This design comes from an exercise in tuning for small area on the open sky130 flow, not from production work.
No functional check of the RTL was part of any run shown here.
Power and IR drop assume default switching activity.

==> flow/design.v <==
`timescale 1ns/1ps
module lms_filter #(
    parameter DW = 16,
    parameter M  = 32,
    parameter MU = 16'd32     
)(
    input wire clk,
    input wire rst_n,
    input wire signed [DW-1:0] pcm_in,
    input wire pcm_valid,
    input wire speech,
    output reg signed [DW-1:0] pcm_out,
    output reg pcm_out_valid
);
reg [DW-1:0] dr [0:M-1];    
reg [DW-1:0] wr [0:M-1];    
reg [4:0] ph;               
reg clr;                    
reg pend;                   
reg [DW-1:0] xb;            
reg spb, spf;               
reg s0, upd, dot;           
reg [DW-1:0] ex;            
reg [21:0] acc;             
wire [DW-1:0] dh = dr[M-1];
wire [DW-1:0] wh = wr[M-1];
wire [DW-1:0] mb = upd ? pcm_out : (wh & {DW{s0 | dot}});
wire [9:0]  zl = acc[9:0];                         
wire [11:0] zm = acc[21:10] | (wh[11:0] & {12{upd}});
wire [3:0]  zh = wh[15:12];
wire [40:0] r;
wire one0_0 = mb[0] ^ 1'b0;
wire two0_1 = (mb[1] & ~mb[0] & ~1'b0) | (~mb[1] & mb[0] & 1'b0);
wire pp0_0_2 = (one0_0 & ex[0]) ^ mb[1];
wire pp0_1_3 = ((one0_0 & ex[1]) | (two0_1 & ex[0])) ^ mb[1];
wire pp0_2_4 = ((one0_0 & ex[2]) | (two0_1 & ex[1])) ^ mb[1];
wire pp0_3_5 = ((one0_0 & ex[3]) | (two0_1 & ex[2])) ^ mb[1];
wire pp0_4_6 = ((one0_0 & ex[4]) | (two0_1 & ex[3])) ^ mb[1];
wire pp0_5_7 = ((one0_0 & ex[5]) | (two0_1 & ex[4])) ^ mb[1];
wire pp0_6_8 = ((one0_0 & ex[6]) | (two0_1 & ex[5])) ^ mb[1];
wire pp0_7_9 = ((one0_0 & ex[7]) | (two0_1 & ex[6])) ^ mb[1];
wire pp0_8_10 = ((one0_0 & ex[8]) | (two0_1 & ex[7])) ^ mb[1];
wire pp0_9_11 = ((one0_0 & ex[9]) | (two0_1 & ex[8])) ^ mb[1];
wire pp0_10_12 = ((one0_0 & ex[10]) | (two0_1 & ex[9])) ^ mb[1];
wire pp0_11_13 = ((one0_0 & ex[11]) | (two0_1 & ex[10])) ^ mb[1];
wire pp0_12_14 = ((one0_0 & ex[12]) | (two0_1 & ex[11])) ^ mb[1];
wire pp0_13_15 = ((one0_0 & ex[13]) | (two0_1 & ex[12])) ^ mb[1];
wire pp0_14_16 = ((one0_0 & ex[14]) | (two0_1 & ex[13])) ^ mb[1];
wire pp0_15_17 = ((one0_0 & ex[15]) | (two0_1 & ex[14])) ^ mb[1];
wire pp0_16_18 = ((one0_0 & ex[15]) | (two0_1 & ex[15])) ^ mb[1];
wire ppn0_19 = ~pp0_16_18;
wire one1_20 = mb[2] ^ mb[1];
wire two1_21 = (mb[3] & ~mb[2] & ~mb[1]) | (~mb[3] & mb[2] & mb[1]);
wire pp1_0_22 = (one1_20 & ex[0]) ^ mb[3];
wire pp1_1_23 = ((one1_20 & ex[1]) | (two1_21 & ex[0])) ^ mb[3];
wire pp1_2_24 = ((one1_20 & ex[2]) | (two1_21 & ex[1])) ^ mb[3];
wire pp1_3_25 = ((one1_20 & ex[3]) | (two1_21 & ex[2])) ^ mb[3];
wire pp1_4_26 = ((one1_20 & ex[4]) | (two1_21 & ex[3])) ^ mb[3];
wire pp1_5_27 = ((one1_20 & ex[5]) | (two1_21 & ex[4])) ^ mb[3];
wire pp1_6_28 = ((one1_20 & ex[6]) | (two1_21 & ex[5])) ^ mb[3];
wire pp1_7_29 = ((one1_20 & ex[7]) | (two1_21 & ex[6])) ^ mb[3];
wire pp1_8_30 = ((one1_20 & ex[8]) | (two1_21 & ex[7])) ^ mb[3];
wire pp1_9_31 = ((one1_20 & ex[9]) | (two1_21 & ex[8])) ^ mb[3];
wire pp1_10_32 = ((one1_20 & ex[10]) | (two1_21 & ex[9])) ^ mb[3];
wire pp1_11_33 = ((one1_20 & ex[11]) | (two1_21 & ex[10])) ^ mb[3];
wire pp1_12_34 = ((one1_20 & ex[12]) | (two1_21 & ex[11])) ^ mb[3];
wire pp1_13_35 = ((one1_20 & ex[13]) | (two1_21 & ex[12])) ^ mb[3];
wire pp1_14_36 = ((one1_20 & ex[14]) | (two1_21 & ex[13])) ^ mb[3];
wire pp1_15_37 = ((one1_20 & ex[15]) | (two1_21 & ex[14])) ^ mb[3];
wire pp1_16_38 = ((one1_20 & ex[15]) | (two1_21 & ex[15])) ^ mb[3];
wire ppn1_39 = ~pp1_16_38;
wire one2_40 = mb[4] ^ mb[3];
wire two2_41 = (mb[5] & ~mb[4] & ~mb[3]) | (~mb[5] & mb[4] & mb[3]);
wire pp2_0_42 = (one2_40 & ex[0]) ^ mb[5];
wire pp2_1_43 = ((one2_40 & ex[1]) | (two2_41 & ex[0])) ^ mb[5];
wire pp2_2_44 = ((one2_40 & ex[2]) | (two2_41 & ex[1])) ^ mb[5];
wire pp2_3_45 = ((one2_40 & ex[3]) | (two2_41 & ex[2])) ^ mb[5];
wire pp2_4_46 = ((one2_40 & ex[4]) | (two2_41 & ex[3])) ^ mb[5];
wire pp2_5_47 = ((one2_40 & ex[5]) | (two2_41 & ex[4])) ^ mb[5];
wire pp2_6_48 = ((one2_40 & ex[6]) | (two2_41 & ex[5])) ^ mb[5];
wire pp2_7_49 = ((one2_40 & ex[7]) | (two2_41 & ex[6])) ^ mb[5];
wire pp2_8_50 = ((one2_40 & ex[8]) | (two2_41 & ex[7])) ^ mb[5];
wire pp2_9_51 = ((one2_40 & ex[9]) | (two2_41 & ex[8])) ^ mb[5];
wire pp2_10_52 = ((one2_40 & ex[10]) | (two2_41 & ex[9])) ^ mb[5];
wire pp2_11_53 = ((one2_40 & ex[11]) | (two2_41 & ex[10])) ^ mb[5];
wire pp2_12_54 = ((one2_40 & ex[12]) | (two2_41 & ex[11])) ^ mb[5];
wire pp2_13_55 = ((one2_40 & ex[13]) | (two2_41 & ex[12])) ^ mb[5];
wire pp2_14_56 = ((one2_40 & ex[14]) | (two2_41 & ex[13])) ^ mb[5];
wire pp2_15_57 = ((one2_40 & ex[15]) | (two2_41 & ex[14])) ^ mb[5];
wire pp2_16_58 = ((one2_40 & ex[15]) | (two2_41 & ex[15])) ^ mb[5];
wire ppn2_59 = ~pp2_16_58;
wire one3_60 = mb[6] ^ mb[5];
wire two3_61 = (mb[7] & ~mb[6] & ~mb[5]) | (~mb[7] & mb[6] & mb[5]);
wire pp3_0_62 = (one3_60 & ex[0]) ^ mb[7];
wire pp3_1_63 = ((one3_60 & ex[1]) | (two3_61 & ex[0])) ^ mb[7];
wire pp3_2_64 = ((one3_60 & ex[2]) | (two3_61 & ex[1])) ^ mb[7];
wire pp3_3_65 = ((one3_60 & ex[3]) | (two3_61 & ex[2])) ^ mb[7];
wire pp3_4_66 = ((one3_60 & ex[4]) | (two3_61 & ex[3])) ^ mb[7];
wire pp3_5_67 = ((one3_60 & ex[5]) | (two3_61 & ex[4])) ^ mb[7];
wire pp3_6_68 = ((one3_60 & ex[6]) | (two3_61 & ex[5])) ^ mb[7];
wire pp3_7_69 = ((one3_60 & ex[7]) | (two3_61 & ex[6])) ^ mb[7];
wire pp3_8_70 = ((one3_60 & ex[8]) | (two3_61 & ex[7])) ^ mb[7];
wire pp3_9_71 = ((one3_60 & ex[9]) | (two3_61 & ex[8])) ^ mb[7];
wire pp3_10_72 = ((one3_60 & ex[10]) | (two3_61 & ex[9])) ^ mb[7];
wire pp3_11_73 = ((one3_60 & ex[11]) | (two3_61 & ex[10])) ^ mb[7];
wire pp3_12_74 = ((one3_60 & ex[12]) | (two3_61 & ex[11])) ^ mb[7];
wire pp3_13_75 = ((one3_60 & ex[13]) | (two3_61 & ex[12])) ^ mb[7];
wire pp3_14_76 = ((one3_60 & ex[14]) | (two3_61 & ex[13])) ^ mb[7];
wire pp3_15_77 = ((one3_60 & ex[15]) | (two3_61 & ex[14])) ^ mb[7];
wire pp3_16_78 = ((one3_60 & ex[15]) | (two3_61 & ex[15])) ^ mb[7];
wire ppn3_79 = ~pp3_16_78;
wire one4_80 = mb[8] ^ mb[7];
wire two4_81 = (mb[9] & ~mb[8] & ~mb[7]) | (~mb[9] & mb[8] & mb[7]);
wire pp4_0_82 = (one4_80 & ex[0]) ^ mb[9];
wire pp4_1_83 = ((one4_80 & ex[1]) | (two4_81 & ex[0])) ^ mb[9];
wire pp4_2_84 = ((one4_80 & ex[2]) | (two4_81 & ex[1])) ^ mb[9];
wire pp4_3_85 = ((one4_80 & ex[3]) | (two4_81 & ex[2])) ^ mb[9];
wire pp4_4_86 = ((one4_80 & ex[4]) | (two4_81 & ex[3])) ^ mb[9];
wire pp4_5_87 = ((one4_80 & ex[5]) | (two4_81 & ex[4])) ^ mb[9];
wire pp4_6_88 = ((one4_80 & ex[6]) | (two4_81 & ex[5])) ^ mb[9];
wire pp4_7_89 = ((one4_80 & ex[7]) | (two4_81 & ex[6])) ^ mb[9];
wire pp4_8_90 = ((one4_80 & ex[8]) | (two4_81 & ex[7])) ^ mb[9];
wire pp4_9_91 = ((one4_80 & ex[9]) | (two4_81 & ex[8])) ^ mb[9];
wire pp4_10_92 = ((one4_80 & ex[10]) | (two4_81 & ex[9])) ^ mb[9];
wire pp4_11_93 = ((one4_80 & ex[11]) | (two4_81 & ex[10])) ^ mb[9];
wire pp4_12_94 = ((one4_80 & ex[12]) | (two4_81 & ex[11])) ^ mb[9];
wire pp4_13_95 = ((one4_80 & ex[13]) | (two4_81 & ex[12])) ^ mb[9];
wire pp4_14_96 = ((one4_80 & ex[14]) | (two4_81 & ex[13])) ^ mb[9];
wire pp4_15_97 = ((one4_80 & ex[15]) | (two4_81 & ex[14])) ^ mb[9];
wire pp4_16_98 = ((one4_80 & ex[15]) | (two4_81 & ex[15])) ^ mb[9];
wire ppn4_99 = ~pp4_16_98;
wire one5_100 = mb[10] ^ mb[9];
wire two5_101 = (mb[11] & ~mb[10] & ~mb[9]) | (~mb[11] & mb[10] & mb[9]);
wire pp5_0_102 = (one5_100 & ex[0]) ^ mb[11];
wire pp5_1_103 = ((one5_100 & ex[1]) | (two5_101 & ex[0])) ^ mb[11];
wire pp5_2_104 = ((one5_100 & ex[2]) | (two5_101 & ex[1])) ^ mb[11];
wire pp5_3_105 = ((one5_100 & ex[3]) | (two5_101 & ex[2])) ^ mb[11];
wire pp5_4_106 = ((one5_100 & ex[4]) | (two5_101 & ex[3])) ^ mb[11];
wire pp5_5_107 = ((one5_100 & ex[5]) | (two5_101 & ex[4])) ^ mb[11];
wire pp5_6_108 = ((one5_100 & ex[6]) | (two5_101 & ex[5])) ^ mb[11];
wire pp5_7_109 = ((one5_100 & ex[7]) | (two5_101 & ex[6])) ^ mb[11];
wire pp5_8_110 = ((one5_100 & ex[8]) | (two5_101 & ex[7])) ^ mb[11];
wire pp5_9_111 = ((one5_100 & ex[9]) | (two5_101 & ex[8])) ^ mb[11];
wire pp5_10_112 = ((one5_100 & ex[10]) | (two5_101 & ex[9])) ^ mb[11];
wire pp5_11_113 = ((one5_100 & ex[11]) | (two5_101 & ex[10])) ^ mb[11];
wire pp5_12_114 = ((one5_100 & ex[12]) | (two5_101 & ex[11])) ^ mb[11];
wire pp5_13_115 = ((one5_100 & ex[13]) | (two5_101 & ex[12])) ^ mb[11];
wire pp5_14_116 = ((one5_100 & ex[14]) | (two5_101 & ex[13])) ^ mb[11];
wire pp5_15_117 = ((one5_100 & ex[15]) | (two5_101 & ex[14])) ^ mb[11];
wire pp5_16_118 = ((one5_100 & ex[15]) | (two5_101 & ex[15])) ^ mb[11];
wire ppn5_119 = ~pp5_16_118;
wire one6_120 = mb[12] ^ mb[11];
wire two6_121 = (mb[13] & ~mb[12] & ~mb[11]) | (~mb[13] & mb[12] & mb[11]);
wire pp6_0_122 = (one6_120 & ex[0]) ^ mb[13];
wire pp6_1_123 = ((one6_120 & ex[1]) | (two6_121 & ex[0])) ^ mb[13];
wire pp6_2_124 = ((one6_120 & ex[2]) | (two6_121 & ex[1])) ^ mb[13];
wire pp6_3_125 = ((one6_120 & ex[3]) | (two6_121 & ex[2])) ^ mb[13];
wire pp6_4_126 = ((one6_120 & ex[4]) | (two6_121 & ex[3])) ^ mb[13];
wire pp6_5_127 = ((one6_120 & ex[5]) | (two6_121 & ex[4])) ^ mb[13];
wire pp6_6_128 = ((one6_120 & ex[6]) | (two6_121 & ex[5])) ^ mb[13];
wire pp6_7_129 = ((one6_120 & ex[7]) | (two6_121 & ex[6])) ^ mb[13];
wire pp6_8_130 = ((one6_120 & ex[8]) | (two6_121 & ex[7])) ^ mb[13];
wire pp6_9_131 = ((one6_120 & ex[9]) | (two6_121 & ex[8])) ^ mb[13];
wire pp6_10_132 = ((one6_120 & ex[10]) | (two6_121 & ex[9])) ^ mb[13];
wire pp6_11_133 = ((one6_120 & ex[11]) | (two6_121 & ex[10])) ^ mb[13];
wire pp6_12_134 = ((one6_120 & ex[12]) | (two6_121 & ex[11])) ^ mb[13];
wire pp6_13_135 = ((one6_120 & ex[13]) | (two6_121 & ex[12])) ^ mb[13];
wire pp6_14_136 = ((one6_120 & ex[14]) | (two6_121 & ex[13])) ^ mb[13];
wire pp6_15_137 = ((one6_120 & ex[15]) | (two6_121 & ex[14])) ^ mb[13];
wire pp6_16_138 = ((one6_120 & ex[15]) | (two6_121 & ex[15])) ^ mb[13];
wire ppn6_139 = ~pp6_16_138;
wire one7_140 = mb[14] ^ mb[13];
wire two7_141 = (mb[15] & ~mb[14] & ~mb[13]) | (~mb[15] & mb[14] & mb[13]);
wire pp7_0_142 = (one7_140 & ex[0]) ^ mb[15];
wire pp7_1_143 = ((one7_140 & ex[1]) | (two7_141 & ex[0])) ^ mb[15];
wire pp7_2_144 = ((one7_140 & ex[2]) | (two7_141 & ex[1])) ^ mb[15];
wire pp7_3_145 = ((one7_140 & ex[3]) | (two7_141 & ex[2])) ^ mb[15];
wire pp7_4_146 = ((one7_140 & ex[4]) | (two7_141 & ex[3])) ^ mb[15];
wire pp7_5_147 = ((one7_140 & ex[5]) | (two7_141 & ex[4])) ^ mb[15];
wire pp7_6_148 = ((one7_140 & ex[6]) | (two7_141 & ex[5])) ^ mb[15];
wire pp7_7_149 = ((one7_140 & ex[7]) | (two7_141 & ex[6])) ^ mb[15];
wire pp7_8_150 = ((one7_140 & ex[8]) | (two7_141 & ex[7])) ^ mb[15];
wire pp7_9_151 = ((one7_140 & ex[9]) | (two7_141 & ex[8])) ^ mb[15];
wire pp7_10_152 = ((one7_140 & ex[10]) | (two7_141 & ex[9])) ^ mb[15];
wire pp7_11_153 = ((one7_140 & ex[11]) | (two7_141 & ex[10])) ^ mb[15];
wire pp7_12_154 = ((one7_140 & ex[12]) | (two7_141 & ex[11])) ^ mb[15];
wire pp7_13_155 = ((one7_140 & ex[13]) | (two7_141 & ex[12])) ^ mb[15];
wire pp7_14_156 = ((one7_140 & ex[14]) | (two7_141 & ex[13])) ^ mb[15];
wire pp7_15_157 = ((one7_140 & ex[15]) | (two7_141 & ex[14])) ^ mb[15];
wire pp7_16_158 = ((one7_140 & ex[15]) | (two7_141 & ex[15])) ^ mb[15];
wire ppn7_159 = ~pp7_16_158;
wire fs160 = mb[3] ^ pp0_2_4 ^ pp1_0_22;
wire fc161 = (mb[3] & pp0_2_4) | (pp1_0_22 & (mb[3] ^ pp0_2_4));
wire fs162 = pp0_3_5 ^ pp1_1_23 ^ fc161;
wire fc163 = (pp0_3_5 & pp1_1_23) | (fc161 & (pp0_3_5 ^ pp1_1_23));
wire fs164 = mb[5] ^ pp0_4_6 ^ pp1_2_24;
wire fc165 = (mb[5] & pp0_4_6) | (pp1_2_24 & (mb[5] ^ pp0_4_6));
wire fs166 = pp2_0_42 ^ fs164 ^ fc163;
wire fc167 = (pp2_0_42 & fs164) | (fc163 & (pp2_0_42 ^ fs164));
wire fs168 = pp0_5_7 ^ pp1_3_25 ^ pp2_1_43;
wire fc169 = (pp0_5_7 & pp1_3_25) | (pp2_1_43 & (pp0_5_7 ^ pp1_3_25));
wire fs170 = fc165 ^ fs168 ^ fc167;
wire fc171 = (fc165 & fs168) | (fc167 & (fc165 ^ fs168));
wire fs172 = mb[7] ^ pp0_6_8 ^ pp1_4_26;
wire fc173 = (mb[7] & pp0_6_8) | (pp1_4_26 & (mb[7] ^ pp0_6_8));
wire fs174 = pp2_2_44 ^ pp3_0_62 ^ fc169;
wire fc175 = (pp2_2_44 & pp3_0_62) | (fc169 & (pp2_2_44 ^ pp3_0_62));
wire fs176 = fs172 ^ fs174 ^ fc171;
wire fc177 = (fs172 & fs174) | (fc171 & (fs172 ^ fs174));
wire fs178 = pp0_7_9 ^ pp1_5_27 ^ pp2_3_45;
wire fc179 = (pp0_7_9 & pp1_5_27) | (pp2_3_45 & (pp0_7_9 ^ pp1_5_27));
wire fs180 = pp3_1_63 ^ fc173 ^ fs178;
wire fc181 = (pp3_1_63 & fc173) | (fs178 & (pp3_1_63 ^ fc173));
wire fs182 = fc175 ^ fs180 ^ fc177;
wire fc183 = (fc175 & fs180) | (fc177 & (fc175 ^ fs180));
wire fs184 = mb[9] ^ pp0_8_10 ^ pp1_6_28;
wire fc185 = (mb[9] & pp0_8_10) | (pp1_6_28 & (mb[9] ^ pp0_8_10));
wire fs186 = pp2_4_46 ^ pp3_2_64 ^ pp4_0_82;
wire fc187 = (pp2_4_46 & pp3_2_64) | (pp4_0_82 & (pp2_4_46 ^ pp3_2_64));
wire fs188 = fc179 ^ fs184 ^ fs186;
wire fc189 = (fc179 & fs184) | (fs186 & (fc179 ^ fs184));
wire fs190 = fc181 ^ fs188 ^ fc183;
wire fc191 = (fc181 & fs188) | (fc183 & (fc181 ^ fs188));
wire fs192 = pp0_9_11 ^ pp1_7_29 ^ pp2_5_47;
wire fc193 = (pp0_9_11 & pp1_7_29) | (pp2_5_47 & (pp0_9_11 ^ pp1_7_29));
wire fs194 = pp3_3_65 ^ pp4_1_83 ^ fc185;
wire fc195 = (pp3_3_65 & pp4_1_83) | (fc185 & (pp3_3_65 ^ pp4_1_83));
wire fs196 = fc187 ^ fs192 ^ fs194;
wire fc197 = (fc187 & fs192) | (fs194 & (fc187 ^ fs192));
wire fs198 = fc189 ^ fs196 ^ fc191;
wire fc199 = (fc189 & fs196) | (fc191 & (fc189 ^ fs196));
wire fs200 = mb[11] ^ pp0_10_12 ^ pp1_8_30;
wire fc201 = (mb[11] & pp0_10_12) | (pp1_8_30 & (mb[11] ^ pp0_10_12));
wire fs202 = pp2_6_48 ^ pp3_4_66 ^ pp4_2_84;
wire fc203 = (pp2_6_48 & pp3_4_66) | (pp4_2_84 & (pp2_6_48 ^ pp3_4_66));
wire fs204 = pp5_0_102 ^ fc193 ^ fs200;
wire fc205 = (pp5_0_102 & fc193) | (fs200 & (pp5_0_102 ^ fc193));
wire fs206 = fs202 ^ fc195 ^ fs204;
wire fc207 = (fs202 & fc195) | (fs204 & (fs202 ^ fc195));
wire fs208 = fc197 ^ fs206 ^ fc199;
wire fc209 = (fc197 & fs206) | (fc199 & (fc197 ^ fs206));
wire fs210 = pp0_11_13 ^ pp1_9_31 ^ pp2_7_49;
wire fc211 = (pp0_11_13 & pp1_9_31) | (pp2_7_49 & (pp0_11_13 ^ pp1_9_31));
wire fs212 = pp3_5_67 ^ pp4_3_85 ^ pp5_1_103;
wire fc213 = (pp3_5_67 & pp4_3_85) | (pp5_1_103 & (pp3_5_67 ^ pp4_3_85));
wire fs214 = fc201 ^ fc203 ^ fs210;
wire fc215 = (fc201 & fc203) | (fs210 & (fc201 ^ fc203));
wire fs216 = fs212 ^ fc205 ^ fs214;
wire fc217 = (fs212 & fc205) | (fs214 & (fs212 ^ fc205));
wire fs218 = fc207 ^ fs216 ^ fc209;
wire fc219 = (fc207 & fs216) | (fc209 & (fc207 ^ fs216));
wire fs220 = mb[13] ^ pp0_12_14 ^ pp1_10_32;
wire fc221 = (mb[13] & pp0_12_14) | (pp1_10_32 & (mb[13] ^ pp0_12_14));
wire fs222 = pp2_8_50 ^ pp3_6_68 ^ pp4_4_86;
wire fc223 = (pp2_8_50 & pp3_6_68) | (pp4_4_86 & (pp2_8_50 ^ pp3_6_68));
wire fs224 = pp5_2_104 ^ pp6_0_122 ^ fc211;
wire fc225 = (pp5_2_104 & pp6_0_122) | (fc211 & (pp5_2_104 ^ pp6_0_122));
wire fs226 = fc213 ^ fs220 ^ fs222;
wire fc227 = (fc213 & fs220) | (fs222 & (fc213 ^ fs220));
wire fs228 = fs224 ^ fc215 ^ fs226;
wire fc229 = (fs224 & fc215) | (fs226 & (fs224 ^ fc215));
wire fs230 = fc217 ^ fs228 ^ fc219;
wire fc231 = (fc217 & fs228) | (fc219 & (fc217 ^ fs228));
wire fs232 = pp0_13_15 ^ pp1_11_33 ^ pp2_9_51;
wire fc233 = (pp0_13_15 & pp1_11_33) | (pp2_9_51 & (pp0_13_15 ^ pp1_11_33));
wire fs234 = pp3_7_69 ^ pp4_5_87 ^ pp5_3_105;
wire fc235 = (pp3_7_69 & pp4_5_87) | (pp5_3_105 & (pp3_7_69 ^ pp4_5_87));
wire fs236 = pp6_1_123 ^ fc221 ^ fc223;
wire fc237 = (pp6_1_123 & fc221) | (fc223 & (pp6_1_123 ^ fc221));
wire fs238 = fs232 ^ fs234 ^ fc225;
wire fc239 = (fs232 & fs234) | (fc225 & (fs232 ^ fs234));
wire fs240 = fs236 ^ fc227 ^ fs238;
wire fc241 = (fs236 & fc227) | (fs238 & (fs236 ^ fc227));
wire fs242 = fc229 ^ fs240 ^ fc231;
wire fc243 = (fc229 & fs240) | (fc231 & (fc229 ^ fs240));
wire fs244 = mb[15] ^ pp0_14_16 ^ pp1_12_34;
wire fc245 = (mb[15] & pp0_14_16) | (pp1_12_34 & (mb[15] ^ pp0_14_16));
wire fs246 = pp2_10_52 ^ pp3_8_70 ^ pp4_6_88;
wire fc247 = (pp2_10_52 & pp3_8_70) | (pp4_6_88 & (pp2_10_52 ^ pp3_8_70));
wire fs248 = pp5_4_106 ^ pp6_2_124 ^ pp7_0_142;
wire fc249 = (pp5_4_106 & pp6_2_124) | (pp7_0_142 & (pp5_4_106 ^ pp6_2_124));
wire fs250 = fc233 ^ fc235 ^ fs244;
wire fc251 = (fc233 & fc235) | (fs244 & (fc233 ^ fc235));
wire fs252 = fs246 ^ fs248 ^ fc237;
wire fc253 = (fs246 & fs248) | (fc237 & (fs246 ^ fs248));
wire fs254 = fs250 ^ fc239 ^ fs252;
wire fc255 = (fs250 & fc239) | (fs252 & (fs250 ^ fc239));
wire fs256 = fc241 ^ fs254 ^ fc243;
wire fc257 = (fc241 & fs254) | (fc243 & (fc241 ^ fs254));
wire fs258 = zl[0] ^ pp0_15_17 ^ pp1_13_35;
wire fc259 = (zl[0] & pp0_15_17) | (pp1_13_35 & (zl[0] ^ pp0_15_17));
wire fs260 = pp2_11_53 ^ pp3_9_71 ^ pp4_7_89;
wire fc261 = (pp2_11_53 & pp3_9_71) | (pp4_7_89 & (pp2_11_53 ^ pp3_9_71));
wire fs262 = pp5_5_107 ^ pp6_3_125 ^ pp7_1_143;
wire fc263 = (pp5_5_107 & pp6_3_125) | (pp7_1_143 & (pp5_5_107 ^ pp6_3_125));
wire fs264 = fc245 ^ fc247 ^ fc249;
wire fc265 = (fc245 & fc247) | (fc249 & (fc245 ^ fc247));
wire fs266 = fs258 ^ fs260 ^ fs262;
wire fc267 = (fs258 & fs260) | (fs262 & (fs258 ^ fs260));
wire fs268 = fs264 ^ fc251 ^ fs266;
wire fc269 = (fs264 & fc251) | (fs266 & (fs264 ^ fc251));
wire fs270 = fc253 ^ fs268 ^ fc255;
wire fc271 = (fc253 & fs268) | (fc255 & (fc253 ^ fs268));
wire fs272 = 1'b1 ^ zl[1] ^ pp1_14_36;
wire fc273 = (1'b1 & zl[1]) | (pp1_14_36 & (1'b1 ^ zl[1]));
wire fs274 = pp2_12_54 ^ pp3_10_72 ^ pp4_8_90;
wire fc275 = (pp2_12_54 & pp3_10_72) | (pp4_8_90 & (pp2_12_54 ^ pp3_10_72));
wire fs276 = pp5_6_108 ^ pp6_4_126 ^ pp7_2_144;
wire fc277 = (pp5_6_108 & pp6_4_126) | (pp7_2_144 & (pp5_6_108 ^ pp6_4_126));
wire fs278 = ppn0_19 ^ fc259 ^ fc261;
wire fc279 = (ppn0_19 & fc259) | (fc261 & (ppn0_19 ^ fc259));
wire fs280 = fc263 ^ fs272 ^ fs274;
wire fc281 = (fc263 & fs272) | (fs274 & (fc263 ^ fs272));
wire fs282 = fs276 ^ fc265 ^ fs278;
wire fc283 = (fs276 & fc265) | (fs278 & (fs276 ^ fc265));
wire fs284 = fc267 ^ fs280 ^ fc269;
wire fc285 = (fc267 & fs280) | (fc269 & (fc267 ^ fs280));
wire fs286 = fs282 ^ fs284 ^ fc271;
wire fc287 = (fs282 & fs284) | (fc271 & (fs282 ^ fs284));
wire fs288 = 1'b1 ^ zl[2] ^ pp1_15_37;
wire fc289 = (1'b1 & zl[2]) | (pp1_15_37 & (1'b1 ^ zl[2]));
wire fs290 = pp2_13_55 ^ pp3_11_73 ^ pp4_9_91;
wire fc291 = (pp2_13_55 & pp3_11_73) | (pp4_9_91 & (pp2_13_55 ^ pp3_11_73));
wire fs292 = pp5_7_109 ^ pp6_5_127 ^ pp7_3_145;
wire fc293 = (pp5_7_109 & pp6_5_127) | (pp7_3_145 & (pp5_7_109 ^ pp6_5_127));
wire fs294 = fc273 ^ fc275 ^ fc277;
wire fc295 = (fc273 & fc275) | (fc277 & (fc273 ^ fc275));
wire fs296 = fs288 ^ fs290 ^ fs292;
wire fc297 = (fs288 & fs290) | (fs292 & (fs288 ^ fs290));
wire fs298 = fc279 ^ fs294 ^ fc281;
wire fc299 = (fc279 & fs294) | (fc281 & (fc279 ^ fs294));
wire fs300 = fs296 ^ fc283 ^ fs298;
wire fc301 = (fs296 & fc283) | (fs298 & (fs296 ^ fc283));
wire fs302 = fc285 ^ fs300 ^ fc287;
wire fc303 = (fc285 & fs300) | (fc287 & (fc285 ^ fs300));
wire fs304 = zl[3] ^ pp2_14_56 ^ pp3_12_74;
wire fc305 = (zl[3] & pp2_14_56) | (pp3_12_74 & (zl[3] ^ pp2_14_56));
wire fs306 = pp4_10_92 ^ pp5_8_110 ^ pp6_6_128;
wire fc307 = (pp4_10_92 & pp5_8_110) | (pp6_6_128 & (pp4_10_92 ^ pp5_8_110));
wire fs308 = pp7_4_146 ^ ppn1_39 ^ fc289;
wire fc309 = (pp7_4_146 & ppn1_39) | (fc289 & (pp7_4_146 ^ ppn1_39));
wire fs310 = fc291 ^ fc293 ^ fs304;
wire fc311 = (fc291 & fc293) | (fs304 & (fc291 ^ fc293));
wire fs312 = fs306 ^ fc295 ^ fs308;
wire fc313 = (fs306 & fc295) | (fs308 & (fs306 ^ fc295));
wire fs314 = fc297 ^ fs310 ^ fc299;
wire fc315 = (fc297 & fs310) | (fc299 & (fc297 ^ fs310));
wire fs316 = fs312 ^ fc301 ^ fs314;
wire fc317 = (fs312 & fc301) | (fs314 & (fs312 ^ fc301));
wire fs318 = 1'b1 ^ zl[4] ^ pp2_15_57;
wire fc319 = (1'b1 & zl[4]) | (pp2_15_57 & (1'b1 ^ zl[4]));
wire fs320 = pp3_13_75 ^ pp4_11_93 ^ pp5_9_111;
wire fc321 = (pp3_13_75 & pp4_11_93) | (pp5_9_111 & (pp3_13_75 ^ pp4_11_93));
wire fs322 = pp6_7_129 ^ pp7_5_147 ^ fc305;
wire fc323 = (pp6_7_129 & pp7_5_147) | (fc305 & (pp6_7_129 ^ pp7_5_147));
wire fs324 = fc307 ^ fs318 ^ fs320;
wire fc325 = (fc307 & fs318) | (fs320 & (fc307 ^ fs318));
wire fs326 = fc309 ^ fs322 ^ fc311;
wire fc327 = (fc309 & fs322) | (fc311 & (fc309 ^ fs322));
wire fs328 = fs324 ^ fc313 ^ fs326;
wire fc329 = (fs324 & fc313) | (fs326 & (fs324 ^ fc313));
wire fs330 = fc315 ^ fs328 ^ fc317;
wire fc331 = (fc315 & fs328) | (fc317 & (fc315 ^ fs328));
wire fs332 = zl[5] ^ pp3_14_76 ^ pp4_12_94;
wire fc333 = (zl[5] & pp3_14_76) | (pp4_12_94 & (zl[5] ^ pp3_14_76));
wire fs334 = pp5_10_112 ^ pp6_8_130 ^ pp7_6_148;
wire fc335 = (pp5_10_112 & pp6_8_130) | (pp7_6_148 & (pp5_10_112 ^ pp6_8_130));
wire fs336 = ppn2_59 ^ fc319 ^ fc321;
wire fc337 = (ppn2_59 & fc319) | (fc321 & (ppn2_59 ^ fc319));
wire fs338 = fs332 ^ fs334 ^ fc323;
wire fc339 = (fs332 & fs334) | (fc323 & (fs332 ^ fs334));
wire fs340 = fs336 ^ fc325 ^ fs338;
wire fc341 = (fs336 & fc325) | (fs338 & (fs336 ^ fc325));
wire fs342 = fc327 ^ fs340 ^ fc329;
wire fc343 = (fc327 & fs340) | (fc329 & (fc327 ^ fs340));
wire fs344 = 1'b1 ^ zl[6] ^ pp3_15_77;
wire fc345 = (1'b1 & zl[6]) | (pp3_15_77 & (1'b1 ^ zl[6]));
wire fs346 = pp4_13_95 ^ pp5_11_113 ^ pp6_9_131;
wire fc347 = (pp4_13_95 & pp5_11_113) | (pp6_9_131 & (pp4_13_95 ^ pp5_11_113));
wire fs348 = pp7_7_149 ^ fc333 ^ fc335;
wire fc349 = (pp7_7_149 & fc333) | (fc335 & (pp7_7_149 ^ fc333));
wire fs350 = fs344 ^ fs346 ^ fc337;
wire fc351 = (fs344 & fs346) | (fc337 & (fs344 ^ fs346));
wire fs352 = fs348 ^ fc339 ^ fs350;
wire fc353 = (fs348 & fc339) | (fs350 & (fs348 ^ fc339));
wire fs354 = fc341 ^ fs352 ^ fc343;
wire fc355 = (fc341 & fs352) | (fc343 & (fc341 ^ fs352));
wire fs356 = zl[7] ^ pp4_14_96 ^ pp5_12_114;
wire fc357 = (zl[7] & pp4_14_96) | (pp5_12_114 & (zl[7] ^ pp4_14_96));
wire fs358 = pp6_10_132 ^ pp7_8_150 ^ ppn3_79;
wire fc359 = (pp6_10_132 & pp7_8_150) | (ppn3_79 & (pp6_10_132 ^ pp7_8_150));
wire fs360 = fc345 ^ fc347 ^ fs356;
wire fc361 = (fc345 & fc347) | (fs356 & (fc345 ^ fc347));
wire fs362 = fs358 ^ fc349 ^ fs360;
wire fc363 = (fs358 & fc349) | (fs360 & (fs358 ^ fc349));
wire fs364 = fc351 ^ fs362 ^ fc353;
wire fc365 = (fc351 & fs362) | (fc353 & (fc351 ^ fs362));
wire fs366 = 1'b1 ^ zl[8] ^ pp4_15_97;
wire fc367 = (1'b1 & zl[8]) | (pp4_15_97 & (1'b1 ^ zl[8]));
wire fs368 = pp5_13_115 ^ pp6_11_133 ^ pp7_9_151;
wire fc369 = (pp5_13_115 & pp6_11_133) | (pp7_9_151 & (pp5_13_115 ^ pp6_11_133));
wire fs370 = fc357 ^ fs366 ^ fs368;
wire fc371 = (fc357 & fs366) | (fs368 & (fc357 ^ fs366));
wire fs372 = fc359 ^ fc361 ^ fs370;
wire fc373 = (fc359 & fc361) | (fs370 & (fc359 ^ fc361));
wire fs374 = fc363 ^ fs372 ^ fc365;
wire fc375 = (fc363 & fs372) | (fc365 & (fc363 ^ fs372));
wire fs376 = zl[9] ^ pp5_14_116 ^ pp6_12_134;
wire fc377 = (zl[9] & pp5_14_116) | (pp6_12_134 & (zl[9] ^ pp5_14_116));
wire fs378 = pp7_10_152 ^ ppn4_99 ^ fc367;
wire fc379 = (pp7_10_152 & ppn4_99) | (fc367 & (pp7_10_152 ^ ppn4_99));
wire fs380 = fc369 ^ fs376 ^ fs378;
wire fc381 = (fc369 & fs376) | (fs378 & (fc369 ^ fs376));
wire fs382 = fc371 ^ fc373 ^ fs380;
wire fc383 = (fc371 & fc373) | (fs380 & (fc371 ^ fc373));
wire fs384 = 1'b1 ^ zm[0] ^ pp5_15_117;
wire fc385 = (1'b1 & zm[0]) | (pp5_15_117 & (1'b1 ^ zm[0]));
wire fs386 = pp6_13_135 ^ pp7_11_153 ^ fc377;
wire fc387 = (pp6_13_135 & pp7_11_153) | (fc377 & (pp6_13_135 ^ pp7_11_153));
wire fs388 = fs384 ^ fc379 ^ fs386;
wire fc389 = (fs384 & fc379) | (fs386 & (fs384 ^ fc379));
wire fs390 = fc381 ^ fs388 ^ fc383;
wire fc391 = (fc381 & fs388) | (fc383 & (fc381 ^ fs388));
wire fs392 = zm[1] ^ pp6_14_136 ^ pp7_12_154;
wire fc393 = (zm[1] & pp6_14_136) | (pp7_12_154 & (zm[1] ^ pp6_14_136));
wire fs394 = ppn5_119 ^ fc385 ^ fs392;
wire fc395 = (ppn5_119 & fc385) | (fs392 & (ppn5_119 ^ fc385));
wire fs396 = fc387 ^ fs394 ^ fc389;
wire fc397 = (fc387 & fs394) | (fc389 & (fc387 ^ fs394));
wire fs398 = 1'b1 ^ zm[2] ^ pp6_15_137;
wire fc399 = (1'b1 & zm[2]) | (pp6_15_137 & (1'b1 ^ zm[2]));
wire fs400 = pp7_13_155 ^ fc393 ^ fs398;
wire fc401 = (pp7_13_155 & fc393) | (fs398 & (pp7_13_155 ^ fc393));
wire fs402 = fc395 ^ fs400 ^ fc397;
wire fc403 = (fc395 & fs400) | (fc397 & (fc395 ^ fs400));
wire fs404 = zm[3] ^ pp7_14_156 ^ ppn6_139;
wire fc405 = (zm[3] & pp7_14_156) | (ppn6_139 & (zm[3] ^ pp7_14_156));
wire fs406 = fc399 ^ fs404 ^ fc401;
wire fc407 = (fc399 & fs404) | (fc401 & (fc399 ^ fs404));
wire fs408 = 1'b1 ^ zm[4] ^ pp7_15_157;
wire fc409 = (1'b1 & zm[4]) | (pp7_15_157 & (1'b1 ^ zm[4]));
wire fs410 = fs408 ^ fc405 ^ fc407;
wire fc411 = (fs408 & fc405) | (fc407 & (fs408 ^ fc405));
wire fs412 = zm[5] ^ ppn7_159 ^ fc409;
wire fc413 = (zm[5] & ppn7_159) | (fc409 & (zm[5] ^ ppn7_159));
wire fs414 = 1'b1 ^ zm[6] ^ fc413;
wire fc415 = (1'b1 & zm[6]) | (fc413 & (1'b1 ^ zm[6]));
wire fs416 = 1'b1 ^ zm[7] ^ fc415;
wire fc417 = (1'b1 & zm[7]) | (fc415 & (1'b1 ^ zm[7]));
wire fs418 = 1'b1 ^ zm[8] ^ fc417;
wire fc419 = (1'b1 & zm[8]) | (fc417 & (1'b1 ^ zm[8]));
wire fs420 = 1'b1 ^ zm[9] ^ fc419;
wire fc421 = (1'b1 & zm[9]) | (fc419 & (1'b1 ^ zm[9]));
wire fs422 = 1'b1 ^ zm[10] ^ fc421;
wire fc423 = (1'b1 & zm[10]) | (fc421 & (1'b1 ^ zm[10]));
wire fs424 = 1'b1 ^ zm[11] ^ fc423;
wire fc425 = (1'b1 & zm[11]) | (fc423 & (1'b1 ^ zm[11]));
wire fs426 = 1'b1 ^ zh[0] ^ fc425;
wire fc427 = (1'b1 & zh[0]) | (fc425 & (1'b1 ^ zh[0]));
wire fs428 = 1'b1 ^ zh[1] ^ fc427;
wire fc429 = (1'b1 & zh[1]) | (fc427 & (1'b1 ^ zh[1]));
wire fs430 = 1'b1 ^ zh[2] ^ fc429;
wire fc431 = (1'b1 & zh[2]) | (fc429 & (1'b1 ^ zh[2]));
wire fs432 = 1'b1 ^ zh[3] ^ fc431;
wire fc433 = (1'b1 & zh[3]) | (fc431 & (1'b1 ^ zh[3]));
wire rs434 = mb[1] ^ pp0_0_2;
wire rc435 = mb[1] & pp0_0_2;
wire rs436 = pp0_1_3 ^ rc435;
wire rc437 = pp0_1_3 & rc435;
wire rs438 = fs160 ^ rc437;
wire rc439 = fs160 & rc437;
wire rs440 = fs162 ^ rc439;
wire rc441 = fs162 & rc439;
wire rs442 = fs166 ^ rc441;
wire rc443 = fs166 & rc441;
wire rs444 = fs170 ^ rc443;
wire rc445 = fs170 & rc443;
wire rs446 = fs176 ^ rc445;
wire rc447 = fs176 & rc445;
wire rs448 = fs182 ^ rc447;
wire rc449 = fs182 & rc447;
wire rs450 = fs190 ^ rc449;
wire rc451 = fs190 & rc449;
wire rs452 = fs198 ^ rc451;
wire rc453 = fs198 & rc451;
wire rs454 = fs208 ^ rc453;
wire rc455 = fs208 & rc453;
wire rs456 = fs218 ^ rc455;
wire rc457 = fs218 & rc455;
wire rs458 = fs230 ^ rc457;
wire rc459 = fs230 & rc457;
wire rs460 = fs242 ^ rc459;
wire rc461 = fs242 & rc459;
wire rs462 = fs256 ^ rc461;
wire rc463 = fs256 & rc461;
wire rs464 = fs270 ^ fc257 ^ rc463;
wire rc465 = (fs270 & fc257) | (rc463 & (fs270 ^ fc257));
wire rs466 = fs286 ^ rc465;
wire rc467 = fs286 & rc465;
wire rs468 = fs302 ^ rc467;
wire rc469 = fs302 & rc467;
wire rs470 = fs316 ^ fc303 ^ rc469;
wire rc471 = (fs316 & fc303) | (rc469 & (fs316 ^ fc303));
wire rs472 = fs330 ^ rc471;
wire rc473 = fs330 & rc471;
wire rs474 = fs342 ^ fc331 ^ rc473;
wire rc475 = (fs342 & fc331) | (rc473 & (fs342 ^ fc331));
wire rs476 = fs354 ^ rc475;
wire rc477 = fs354 & rc475;
wire rs478 = fs364 ^ fc355 ^ rc477;
wire rc479 = (fs364 & fc355) | (rc477 & (fs364 ^ fc355));
wire rs480 = fs374 ^ rc479;
wire rc481 = fs374 & rc479;
wire rs482 = fs382 ^ fc375 ^ rc481;
wire rc483 = (fs382 & fc375) | (rc481 & (fs382 ^ fc375));
wire rs484 = fs390 ^ rc483;
wire rc485 = fs390 & rc483;
wire rs486 = fs396 ^ fc391 ^ rc485;
wire rc487 = (fs396 & fc391) | (rc485 & (fs396 ^ fc391));
wire rs488 = fs402 ^ rc487;
wire rc489 = fs402 & rc487;
wire rs490 = fs406 ^ fc403 ^ rc489;
wire rc491 = (fs406 & fc403) | (rc489 & (fs406 ^ fc403));
wire rs492 = fs410 ^ rc491;
wire rc493 = fs410 & rc491;
wire rs494 = fs412 ^ fc411 ^ rc493;
wire rc495 = (fs412 & fc411) | (rc493 & (fs412 ^ fc411));
wire rs496 = fs414 ^ rc495;
wire rc497 = fs414 & rc495;
wire rs498 = fs416 ^ rc497;
wire rc499 = fs416 & rc497;
wire rs500 = fs418 ^ rc499;
wire rc501 = fs418 & rc499;
wire rs502 = fs420 ^ rc501;
wire rc503 = fs420 & rc501;
wire rs504 = fs422 ^ rc503;
wire rc505 = fs422 & rc503;
wire rs506 = fs424 ^ rc505;
wire rc507 = fs424 & rc505;
wire rs508 = fs426 ^ rc507;
wire rc509 = fs426 & rc507;
wire rs510 = fs428 ^ rc509;
wire rc511 = fs428 & rc509;
wire rs512 = fs430 ^ rc511;
wire rc513 = fs430 & rc511;
wire rs514 = fs432 ^ rc513;
wire rc515 = fs432 & rc513;
assign r = {rs514, rs512, rs510, rs508, rs506, rs504, rs502, rs500, rs498, rs496, rs494, rs492, rs490, rs488, rs486, rs484, rs482, rs480, rs478, rs476, rs474, rs472, rs470, rs468, rs466, rs464, rs462, rs460, rs458, rs456, rs454, rs452, rs450, rs448, rs446, rs444, rs442, rs440, rs438, rs436, rs434};
wire [21:0] asum = r[36:15];
wire ovp = ~asum[21] & (|asum[20:15]);
wire ovn = asum[21] & ~(&asum[20:15]);
wire [16:0] sc;             
wire [15:0] eraw;
wire [16:0] ic;             
wire [15:0] einc;
assign sc[0] = 1'b1;
assign ic[0] = 1'b1;
genvar g;
generate for (g = 0; g < 16; g = g + 1) begin : esub
    wire nb = ~asum[g];
    assign eraw[g] = ex[g] ^ nb ^ sc[g];
    assign sc[g+1] = (ex[g] & nb) | (sc[g] & (ex[g] ^ nb));
    assign einc[g] = ex[g] ^ ic[g];
    assign ic[g+1] = ex[g] & ic[g];
end endgenerate
wire [15:0] e = ovp ? (einc ^ 16'h8000) : ovn ? (ex ^ 16'h8000) : eraw;
wire [DW-1:0] din = (s0 | upd) ? ex : (dh & {DW{~clr}});
wire [DW-1:0] win = (upd & ~spf) ? r[40:25] : (wh & {DW{~clr}});
wire start = (ph == 5'd31) & pend & ~upd;
integer i;
always @(posedge clk) begin
    for (i = M-1; i > 0; i = i - 1) begin
        dr[i] <= dr[i-1];
        wr[i] <= wr[i-1];
    end
    dr[0] <= din;
    wr[0] <= win;
    ex <= (ph == 5'd31) ? xb : dh;
    if (pcm_valid) begin
        xb <= pcm_in;
        spb <= speech;
    end
    if (start) spf <= spb;
    if (s0) pcm_out <= e;
    acc <= r[36:15] & {22{~(s0 | upd | clr)}};
end
always @(posedge clk or negedge rst_n) begin
    if (!rst_n) begin
        ph <= 0; clr <= 1; pend <= 0;
        s0 <= 0; upd <= 0; dot <= 0;
        pcm_out_valid <= 0;
    end else begin
        ph <= ph + 5'd1;
        if (ph == 5'd31) clr <= 0;
        if (pcm_valid) pend <= 1;
        else if (start) pend <= 0;
        s0 <= start;
        upd <= s0 | (upd & (ph != 5'd0));
        dot <= (upd & (ph == 5'd0)) | (dot & (ph != 5'd31));
        pcm_out_valid <= s0;
    end
end
endmodule
==> flow/run.sh <==
#!/bin/bash
# synth_recipe.tcl (not shown) runs the flow's synth.tcl, then flattens the netlist and writes it again
# the make line also repeats each setting of config.mk as NAME=value (left out here)
make -C /OpenROAD-flow-scripts/flow DESIGN_CONFIG=/design/flow/config.mk WORK_HOME=/design/flow/orfs CLKGATE_MAP_FILE= SYNTH_SCRIPT=/design/flow/synth_recipe.tcl finish
==> flow/config.mk <==
export PLATFORM = sky130hd
export DESIGN_NAME = lms_filter
export DESIGN_NICKNAME = lms_filter
export VERILOG_FILES = /design/flow/design.v
export SDC_FILE = /design/flow/constraint.sdc
export NUM_CORES = 8
export LEC_CHECK = 0
export CAP_MARGIN = 20
export CORE_MARGIN = 2
export CORE_UTILIZATION = 45
export SLEW_MARGIN = 20
==> flow/constraint.sdc <==
create_clock -name core_clock -period 14.0 [get_ports {clk}]
set_input_delay 2.8000 -clock core_clock [delete_from_list [all_inputs] [get_ports {clk}]]
set_output_delay 2.8000 -clock core_clock [all_outputs]
set_load 0.01 [all_outputs]
==> results.txt, run 1 <==
Status = no timing/DRC/antenna violations
Die H = 272 um
Top post-synthesis cells by area = dfxtp_1 66%, fa_1 8.7%, edfxtp_1 3.2%
DRC viols = 0
DR pass1 iterations = 6
I/O Pins = 37
Hold WS = 0.306 ns
Leak = 15.7 nW
WP data arrival = 14.04 ns
Clock Power Share = 0.473
Worst setup path class = reg2reg
Vias in the first global route = 17400
Largest net degree at the start of global routing = 40
Tcrit/Tclk final = 0.974
Slew Viols, Final = 0
Cells after Synth = 2401
Fmax = 0.0734 GHz
Initial core utilization = 0.453
Sw Pwr = 1.20 mW
Main flop type after synthesis = dfxtp_1
Most frequent cells after synthesis = 1062 x dfxtp_1, 140 x fa_1, 136 x nand3_1
TNS Setup = 0 ns
Register area share after synthesis = 0.700
Die Width = 272 um
EDFF count, synth = 34
Max VDD drop = 0.116 mV
Power per cell area = 162 nW/um^2
Die area = 73700 um^2
Worst path required time = 14.41 ns
Unique cell type count in the Yosys netlist = 63
Most Frequent Cell on Critical Path = fa_1
Non-Filler Instances = 3512
Grt ovf = 0
P_int = 4.88 mW
Maximum capacitance violations = 0
Net count reported at finish = 2687
Top-area cell type share of the netlist area = 0.660
Place WS = -0.238 ns
Bufs on Longest Clock Path = 3
Post-DR wirelength/cell = 18.2 um
Synth async-reset ratio = 0.00994
First-pass GRT wire length = 101 mm
Min Tclk post-route = 13.63 ns
Drt initial violations = 1191
Max Fanout on Critical Path = 14
Crit path launch type = register
Most common cell in the synthesized netlist = dfxtp_1
Worst hold stages = 0
Depth of the worst register-to-register path = 47
Flop pwr share = 0.526
Yosys warning count = 3
Final setup viols = 0
CTS Buf Count = 100
Ant. Diodes = 0
IO buf count = 36
CP peak stage delay = 0.44 ns
Fillers = 6003
Post-route antenna net violation count = 0
Final Skew = 0.0537 ns
Syn avg cell area = 13.4 um^2
Synthesized cell area = 32200 um^2
Root buffer cell = clkbuf_16
CTS Sinks = 1107
Clock transition at path regs = 0.07 ns
Hold buffers post-CTS = 0
Via count = 17300
Area grow syn2layout = 16.4%
Core Region = 71100 um^2
Placed cells = 3320
Later-pin clock latency in the skew report = 0.68 ns
Sw Share = 0.197
GRT Total Usage = 0.176
Hold WC Path Type = reg2reg
Routability cong. = 0.865
Syn nets = 2613
Measured slew at the worst slew-check pin = 1.03 ns
CP endpoint kind = register
Final setup margin = 0.371 ns
Final core utilization = 0.527
Antenna violations before repair = 0
Crit-path slowest cell = fa_1
Hold Fails Final Rpt = 0
Rows = 98
Rel. slew slack = 0.308
Detailed placer's ending HPWL = 41.9 mm
Combinational Power Share = 0.001
Synthesis-stage register bit count = 1107
TritonCTS clock tree = done
Drt total wl = 63.9 mm
H-tree levels = 3
Layout cell share with drive strength beyond 1 = 0.133
Area leader, netlist = dfxtp_1
Vias/cell = 4.91
==> state kept, by name (all words and copies together) (netlist names), 5 cells and up <==
signal / cells
dr: 512
wr: 512
acc: 22
ex: 16
pcm_out: 16
xb: 16
ph: 5
==> final cells by class <==
type / instances / area, um^2 / area share
tap: 950 / 1190 / 0.0317
inverter: 111 / 417 / 0.0111
multi-input combinational: 1045 / 8720 / 0.233
sequential: 1107 / 22600 / 0.602
clock buffer: 133 / 2880 / 0.0768
timing repair buffer: 110 / 920 / 0.0245
clock inverter: 56 / 802 / 0.0214
==> power by group through the flow <==
stage | sequential, mW | clock (mW) | combinational, mW
final | 3.20 | 2.87 | 0.00837
after global routing | 3.20 | 3.09 | 0.00910
after CTS | 3.20 | 2.94 | 0.00865
after detailed placement | 3.27 | 0 | 0.00864
after global placement | 3.27 | 0 | 0.00856
after floorplan | 3.26 | 0 | 0.0000604
==> critical path, delay by kind of cell, from the launching register on <==
family	cells	cell delay, ns
fa+ha+maj	34	10.75
compound gates	7	1.39
simple gates	4	0.43
flops	1	0.43
buf+inv	2	0.35
==> cell usage in the layout, fill, tap and decap left out, types with 7 or more instances in the layout <==
cell type	count
fa_2	10
clkbuf_1	10
a22oi_1	94
clkdlybuf4s50_1	36
ha_1	47
inv_1	105
clkbuf_16	102
nor3_1	22
mux2_2	16
a22o_1	17
buf_4	73
and2_1	11
clkinv_2	18
bufinv_16	11
a21oi_1	66
dfrtp_1	8
clkinvlp_4	8
clkbuf_8	21
nand2b_1	19
a22oi_4	8
edfxtp_1	34
dfxtp_1	1062
nand2_1	128
and3_1	27
nand4_1	46
o21ai_0	33
xnor2_1	9
fa_1	130
nor2_1	95
mux2i_1	11
nand3b_1	12
o22a_1	15
nand3_1	136
o31ai_1	7
==> per-layer routing <==
metal / wire (um) / vias up / track usage
li1: - / 8126 / -
met1: 29900 / 8448 / 0.251
met2: 28000 / 548 / 0.268
met3: 3870 / 137 / 0.0341
met4: 2070 / 0 / 0.0669
met5: 0 / - / 0
==> worst paths after layout <==
| check | end | startpoint | slack [ns] |
|---|---|---|---|
| min in group asynchronous | ph[4] | rst_n | 2.54 |
| worst max-delay path | pcm_out[9] | s0 | 0.37 |
| max in group asynchronous | upd | rst_n | 10.97 |
| worst max register to register | pcm_out[9] | s0 | 0.37 |
| worst min register to register | dr[22][9] | dr[21][9] | 0.31 |
| worst min-delay path | dr[22][9] | dr[21][9] | 0.31 |
==> what timing repair did <==
item                       CTS  global route
pin swaps                    0            11
setup buffers                0             3
resized for setup            3            30
setup endpoints to repair   15            19
==> metrics by stage <==
step	total power, mW	area [um^2]
after floorplan	3.26	32200
final	6.08	37500
after detailed placement	3.28	33700
after global routing	6.29	37500
after global placement	3.27	33700
after CTS	6.15	37400
==> cells by family (layout without fill, tap and decap cells) <==
| kind of cell | count (synthesis) | in the layout | share of synthesized area |
|---|---|---|---|
| and+or+nand+nor | 525 | 525 | 0.0800 |
| muxes | 27 | 27 | 0.00901 |
| adders and majority gates | 193 | 193 | 0.108 |
| DFF | 1107 | 1107 | 0.700 |
| buffers and inverters | 249 | 410 | 0.0323 |
| xor gates and xnor gates | 18 | 18 | 0.00688 |
| AOI/OAI and AO/OA | 282 | 282 | 0.0639 |
==> run 2: changes to the inputs <==
--- a/flow/config.mk
+++ b/flow/config.mk
@@ -8,4 +8,6 @@
 export CAP_MARGIN = 20
 export CORE_MARGIN = 2
-export CORE_UTILIZATION = 45
+export CORE_UTILIZATION = 70
+export CTS_BUF_LIST = sky130_fd_sc_hd__clkbuf_4
+export PLACE_DENSITY = 0.8
 export SLEW_MARGIN = 20
==> run 2 against run 1 <==
Effect of this change:
- critical path type unchanged
- critical endpoint is now pcm_out[12]
- register-to-register slack better by 0.08 ns
- hold slack worse by 0.0027 ns
- global-route usage up 15 points
==> results.txt, run 2 <==
Status = no timing/DRC/antenna violations
Bufs on Longest Clock Path = 3
Final Total Pwr = 5.58 mW
Post-route antenna net violation count = 0
Max Fanout on Critical Path = 11
Measured slew at the worst slew-check pin = 1.17 ns
Most frequent cells after synthesis = 1062 x dfxtp_1, 140 x fa_1, 136 x nand3_1
Unique cell type count in the Yosys netlist = 63
Worst R2R Setup Slack = 0.45 ns
Largest net degree at the start of global routing = 40
Worst setup path class = reg2reg
Vias in the first global route = 20300
Net count reported at finish = 2825
Critical path buffers and inverters = 2
Fillers = 2373
Seq. cell area = 22600 um^2
Grt ovf = 0
Yosys warning count = 3
Most common cell after layout, fill and taps aside = dfxtp_1
Commonest cells after routing, fill and taps aside = 1062 x dfxtp_1, 339 x clkbuf_4, 135 x nand3_1
DR pass1 iterations = 9
Fmax = 0.0738 GHz
Placed cells = 2971
Routability cong. = 0.956
Slew Viols, Final = 0
Synthesis-stage register bit count = 1107
Top post-synthesis cells by area = dfxtp_1 66%, fa_1 8.7%, edfxtp_1 3.2%
Initial core utilization = 0.710
CTS Sinks = 1107
Worst path required time = 14.85 ns
IO buf count = 36
Vias/cell = 5.63
Register area share after synthesis = 0.700
I/O Pins = 37
Post-DR wirelength/cell = 22.0 um
Non-Filler Instances = 3388
GRT Total Usage = 0.328
Hold Fails Final Rpt = 0
Tcrit/Tclk final = 0.968
Syn nets = 2613
Final Instance Area = 36400 um^2
Die Width = 219 um
Crit path launch type = register
Syn avg cell area = 13.4 um^2
Cells after Synth = 2401
Most Frequent Cell on Critical Path = ha_1
Rows = 78
Min Tclk post-route = 13.55 ns
Hold WC Path Type = reg2reg
Synthesized cell area = 32200 um^2
Drt total wl = 74.6 mm
Synth async-reset ratio = 0.00994
Drt initial violations = 1921
Later-pin clock latency in the skew report = 1.11 ns
CTS Buf Count = 231
Final setup viols = 0
Antenna violations before repair = 2
Largest regs = dr x512, wr x512, acc x22
Die H = 219 um
CP endpoint kind = register
TritonCTS clock tree = done
DRC viols = 0
Via count = 19100
Rel. slew slack = 0.220
Max VDD drop = 0.172 mV
Main flop type after synthesis = dfxtp_1
Root buffer cell = clkbuf_4
Layout cell share with drive strength beyond 1 = 0.191
Power per cell area = 153 nW/um^2
Top delay family on crit path = adder cells
Post-Place Cell Area = 33200 um^2
Crit-path slowest cell = dfrtp_2
Multi-input gate area = 8720 um^2
First-pass GRT wire length = 115 mm
EDFF count, synth = 34
Leak = 15.7 nW
Maximum capacitance violations = 0
Area leader, netlist = dfxtp_1
Detailed placer's ending HPWL = 46.1 mm
H-tree levels = 4
CP peak stage delay = 0.45 ns
Most common cell in the synthesized netlist = dfxtp_1
Top-area cell type share of the netlist area = 0.660
Core Region = 45400 um^2
Die area = 47700 um^2
Clock transition at path regs = 0.07 ns
WP data arrival = 14.40 ns
Final Skew = 0.0482 ns
Hold buffers post-CTS = 0
Area grow syn2layout = 13.1%
[run 2: cell counts after synthesis]
No cell type changed its count.
[run 2: worst reg2reg max path: cells and delay by family (launching register included)]
family	cells	cell delay, ns
AOI/OAI and AO/OA	4	0.81
xor gates and xnor gates	1	0.21
adders and majority gates	34	10.78
buffers and inverters	2	0.40
DFF	1	0.45
and+or+nand+nor	6	0.67
[run 2: final timing paths]
check                           from     endpoint  depth (start not counted)
setup reg to reg                 upd  pcm_out[12]                         47
hold / removal             dr[9][15]   dr[10][15]                          0
min in group asynchronous      rst_n        ph[3]                          1
hold reg to reg            dr[9][15]   dr[10][15]                          0
setup / recovery                 upd  pcm_out[12]                         47
max in group asynchronous      rst_n           s0                          1
[run 2: stage by stage]
stage | util | setup TNS (ns) | setup slack [ns] | hold slack (ns)
5_1_grt | 0.803 | -0.000306 | -0.000306 | 0.291
2_1_floorplan | - | 0 | 0.0392 | 0.310
4_1_cts | 0.798 | 0 | 0.00719 | 0.295
3_3_place_gp | 0.732 | 0 | 0.0304 | 0.309
6_report | 0.803 | 0 | 0.449 | 0.304
3_5_place_dp | 0.732 | -3.42 | -0.285 | 0.312
[run 2: routing by layer]
layer / vias up / GRT usage / wire, um
li1: 8539 / - / -
met2: 1014 / 0.516 / 35100
met3: 289 / 0.0913 / 6180
met1: 9217 / 0.416 / 29700
met4: 0 / 0.174 / 3650
met5: - / 0 / 0
[run 2: what timing repair did]
item	4_1_cts	5_1_grt
buffers inserted	1	8
gates resized for setup	5	32
setup endpoints to repair	16	19
hold endpoints to repair	0	0
pin swaps	1	10
[run 2: cells by family (layout without fill, tap and decap cells)]
logic type,count (synthesis),count (layout),synth area share
AOI/OAI and AO/OA,282,282,0.0639
xor gates and xnor gates,18,18,0.00688
adders and majority gates,193,193,0.108
buffers and inverters,249,628,0.0323
DFF,1107,1107,0.700
muxes,27,27,0.00901
other,0,8,0
and+or+nand+nor,525,525,0.0800
[run 2: cell type report]
cell class,instances,share of cell area
Sequential cell,1107,0.619
Inverter,111,0.0114
Antenna cell,8,0.000549
Timing Repair Buffer,117,0.0271
Tap cell,600,0.0206
Multi-Input combinational cell,1045,0.239
Clock buffer,339,0.0699
Clock inverter,61,0.0118
[run 2: power breakdown]
group / leakage [nW] / switching [mW] / internal, mW
registers: 9.09 / 0.00786 / 3.19
clock network: 1.75 / 1.19 / 1.19
logic: 4.85 / 0.00360 / 0.00469
total: 15.7 / 1.20 / 4.38
==> run 3: changes to the inputs <==
--- a/flow/config.mk
+++ b/flow/config.mk
@@ -9,5 +9,6 @@
 export CORE_MARGIN = 2
 export CORE_UTILIZATION = 70
-export CTS_BUF_LIST = sky130_fd_sc_hd__clkbuf_4
+export CTS_BUF_LIST = sky130_fd_sc_hd__clkbuf_2 sky130_fd_sc_hd__clkbuf_4 sky130_fd_sc_hd__clkbuf_8
+export CTS_CLUSTER_SIZE = 20
 export PLACE_DENSITY = 0.8
 export SLEW_MARGIN = 20
==> run 3 against run 2 <==
Effect of this change:
- still clean on timing, DRC and antenna
- sequential power hardly changed
- hold slack better by 0.0091 ns
- register-to-register slack worse by 0.11 ns
- global-route usage is 0.44 points lower
- routed wire length is 1.1% lower
- via count is 2.8% lower
- cell area is 0.69% higher
- core utilization is 0.56 points higher
- worst setup slack worse by 0.11 ns
- synthesized area stayed put
- clock power is 8.8% higher
- critical path type unchanged
==> results.txt, run 3 <==
Hold WS = 0.313 ns
Rows = 78
Measured slew at the worst slew-check pin = 1.14 ns
Adder-Cell Fraction of Synth Area = 0.108
Placed cells = 2971
Max Fanout on Critical Path = 14
Clock Power Share = 0.447
Post-Place Cell Area = 33200 um^2
Synth async-reset ratio = 0.00994
Die area = 47700 um^2
Hold buffers post-CTS = 0
Leak = 15.7 nW
EDFF count, synth = 34
Top-area cell type share of the netlist area = 0.660
Routability cong. = 0.956
CP endpoint kind = register
H-tree levels = 4
Hold WC Path Type = reg2reg
Post-route antenna net violation count = 0
Crit-path slowest cell = fa_1
Worst setup path class = reg2reg
Max VDD drop = 0.159 mV
Die Width = 219 um
Area leader, netlist = dfxtp_1
Synth Area in XOR/XNOR = 0.00688
I/O Pins = 37
Tcrit/Tclk final = 0.975
P_int = 4.59 mW
Top post-synthesis cells by area = dfxtp_1 66%, fa_1 8.7%, edfxtp_1 3.2%
CTS Buf Count = 151
Flop pwr share = 0.552
Root buffer cell = clkbuf_8
Antenna violations before repair = 0
Crit path launch type = register
Net count reported at finish = 2743
Combinational family with the most area after synthesis = adder cells
Cells after Synth = 2401
Maximum capacitance violations = 0
Ant. Diodes = 0
Most Frequent Cell on Critical Path = ha_1
Min Tclk post-route = 13.66 ns
Vias/cell = 5.70
Sw Pwr = 1.20 mW
Vias in the first global route = 19400
CTS Sinks = 1107
Later-pin clock latency in the skew report = 0.83 ns
Bufs on Longest Clock Path = 3
Register area share after synthesis = 0.700
Unique cell type count in the Yosys netlist = 63
DRC viols = 0
Status = no timing/DRC/antenna violations
Drt initial violations = 1820
Initial core utilization = 0.710
Syn nets = 2613
Fillers = 2265
Non-Filler Instances = 3250
Via count = 18500
Core Region = 45400 um^2
Compound-gate portion of the synthesized area = 0.0639
Final setup viols = 0
GRT Total Usage = 0.324
Final core utilization = 0.808
Main flop type after synthesis = dfxtp_1
Combinational Power Share = 0.001
Grt ovf = 0
Worst path required time = 14.55 ns
Post-synthesis mux area share = 0.00901
First-pass GRT wire length = 114 mm
Largest net degree at the start of global routing = 40
Final Skew = 0.0444 ns
Commonest cells after routing, fill and taps aside = 1062 x dfxtp_1, 188 x clkbuf_8, 135 x nand3_1
Clock transition at path regs = 0.06 ns
Place WS = -0.285 ns
Most common cell in the synthesized netlist = dfxtp_1
Fmax = 0.0732 GHz
Final setup margin = 0.344 ns
Hold Fails Final Rpt = 0
Synthesis-stage register bit count = 1107
IO buf count = 36
Syn avg cell area = 13.4 um^2
Synthesized cell area = 32200 um^2
TritonCTS clock tree = done
Sw Share = 0.207
Simple-gate share of the synthesized area = 0.0800
Slew Viols, Final = 0
Detailed placer's ending HPWL = 46.1 mm
Final Instance Area = 36700 um^2
Power per cell area = 158 nW/um^2
DR pass1 iterations = 8
Drt total wl = 73.8 mm
Most common cell after layout, fill and taps aside = dfxtp_1
Yosys warning count = 3
Rel. slew slack = 0.237
CP peak stage delay = 0.49 ns
Most frequent cells after synthesis = 1062 x dfxtp_1, 140 x fa_1, 136 x nand3_1
Post-DR wirelength/cell = 22.7 um
Area grow syn2layout = 13.9%
Layout cell share with drive strength beyond 1 = 0.165
Die H = 219 um
Largest regs = dr x512, wr x512, acc x22
WP data arrival = 14.21 ns
run 3: cell counts after synthesis:
Identical to the previous run, type by type.
run 3: layout make-up:
class | count | area [um^2] | share of cell area
tap | 600 | 751 | 0.0205
clock inverter | 33 | 289 | 0.00788
clock buffer | 239 | 2970 | 0.0810
timing repair buffer | 115 | 980 | 0.0267
inverter | 111 | 417 | 0.0114
sequential | 1107 | 22600 | 0.615
multi-input combinational | 1045 | 8720 | 0.238
run 3: layer usage:
layer / vias to the layer above / part of all wire / global-route usage / wire length [um]
met3: 254 / 0.082 / 0.0807 / 6020
met5: - / 0 / 0 / 0
met2: 975 / 0.47 / 0.510 / 35000
met1: 9029 / 0.40 / 0.422 / 29400
met4: 0 / 0.045 / 0.158 / 3330
li1: 8261 / - / - / -
run 3: power groups by stage:
stage               Combinational (mW)  Sequential, mW  Clock [mW]
floorplan                    0.0000604            3.26           0
global placement               0.00777            3.26           0
detailed placement             0.00812            3.27           0
CTS                            0.00827            3.20        2.63
global route                   0.00862            3.20        2.75
finish                         0.00827            3.20        2.59
run 3: path summary, 6_finish.rpt:
| path | start | endpoint | slack [ns] | depth (start not counted) |
|---|---|---|---|---|
| max | s0 | pcm_out[9] | 0.34 | 48 |
| min | dr[29][8] | dr[30][8] | 0.31 | 0 |
| max reg2reg | s0 | pcm_out[9] | 0.34 | 48 |
| min reg2reg | dr[29][8] | dr[30][8] | 0.31 | 0 |
| max in group asynchronous | rst_n | upd | 11.12 | 1 |
| min in group asynchronous | rst_n | ph[4] | 2.39 | 1 |
run 3: worst max-delay path, delay by kind of cell, from the launching register on:
family,cells,cell delay (ns)
AO/OA/AOI/OAI,5,0.94
adder cells (fa/ha/maj),34,10.83
buffers and inverters,3,0.51
flip-flops,1,0.46
AND/OR/NAND/NOR,6,0.67
run 3: timing repair:
item / CTS / global route
gates resized for setup: 5 / 30
endpoints found under the hold margin: 0 / 0
buffers inserted: 1 / 6
endpoints found under the setup margin: 16 / 19
pin swaps: 1 / 9
run 3: kinds of logic (layout without fill, tap and decap cells):
family,count (synthesis),after routing
simple gates,525,525
compound gates,282,282
buf+inv,249,498
fa+ha+maj,193,193
flops,1107,1107
xor+xnor,18,18
mux,27,27
run 3: metrics by stage:
| stage | setup TNS, ns | power (mW) |
|---|---|---|
| floorplan | 0 | 3.26 |
| global placement | 0 | 3.27 |
| detailed placement | -3.42 | 3.28 |
| CTS | 0 | 5.84 |
| global route | -0.0214 | 5.96 |
| finish | 0 | 5.79 |

==> separate check: timing with driven ports <==
The results above use ideal ports. As a check the final layouts listed here were re-extracted and re-timed, cells and wires unchanged.
Step 1 assumes that a clkbuf_16 drives the clock port and a buf_2 every other input.
Step 2 adds t to the input delays and takes it off the output delays; t is the mean of the earliest and latest rising clock arrival at the registers after step 1. Input paths then give back, and output paths get back, about the clock's delay inside the block.
Slacks: no drivers / after step 1 / after step 2; pairs: no drivers / after step 1.
run	shift t [ns]	setup WS [ns]	slew at the worst register clock pin (ns)
run 1	0.716	0.371 / 0.371 / 0.371	0.08 / 0.08
run 2	1.143	0.449 / 0.449 / 0.449	0.09 / 0.09
run 3	0.861	0.344 / 0.344 / 0.344	0.08 / 0.08
After both steps every run listed still meets setup and hold.
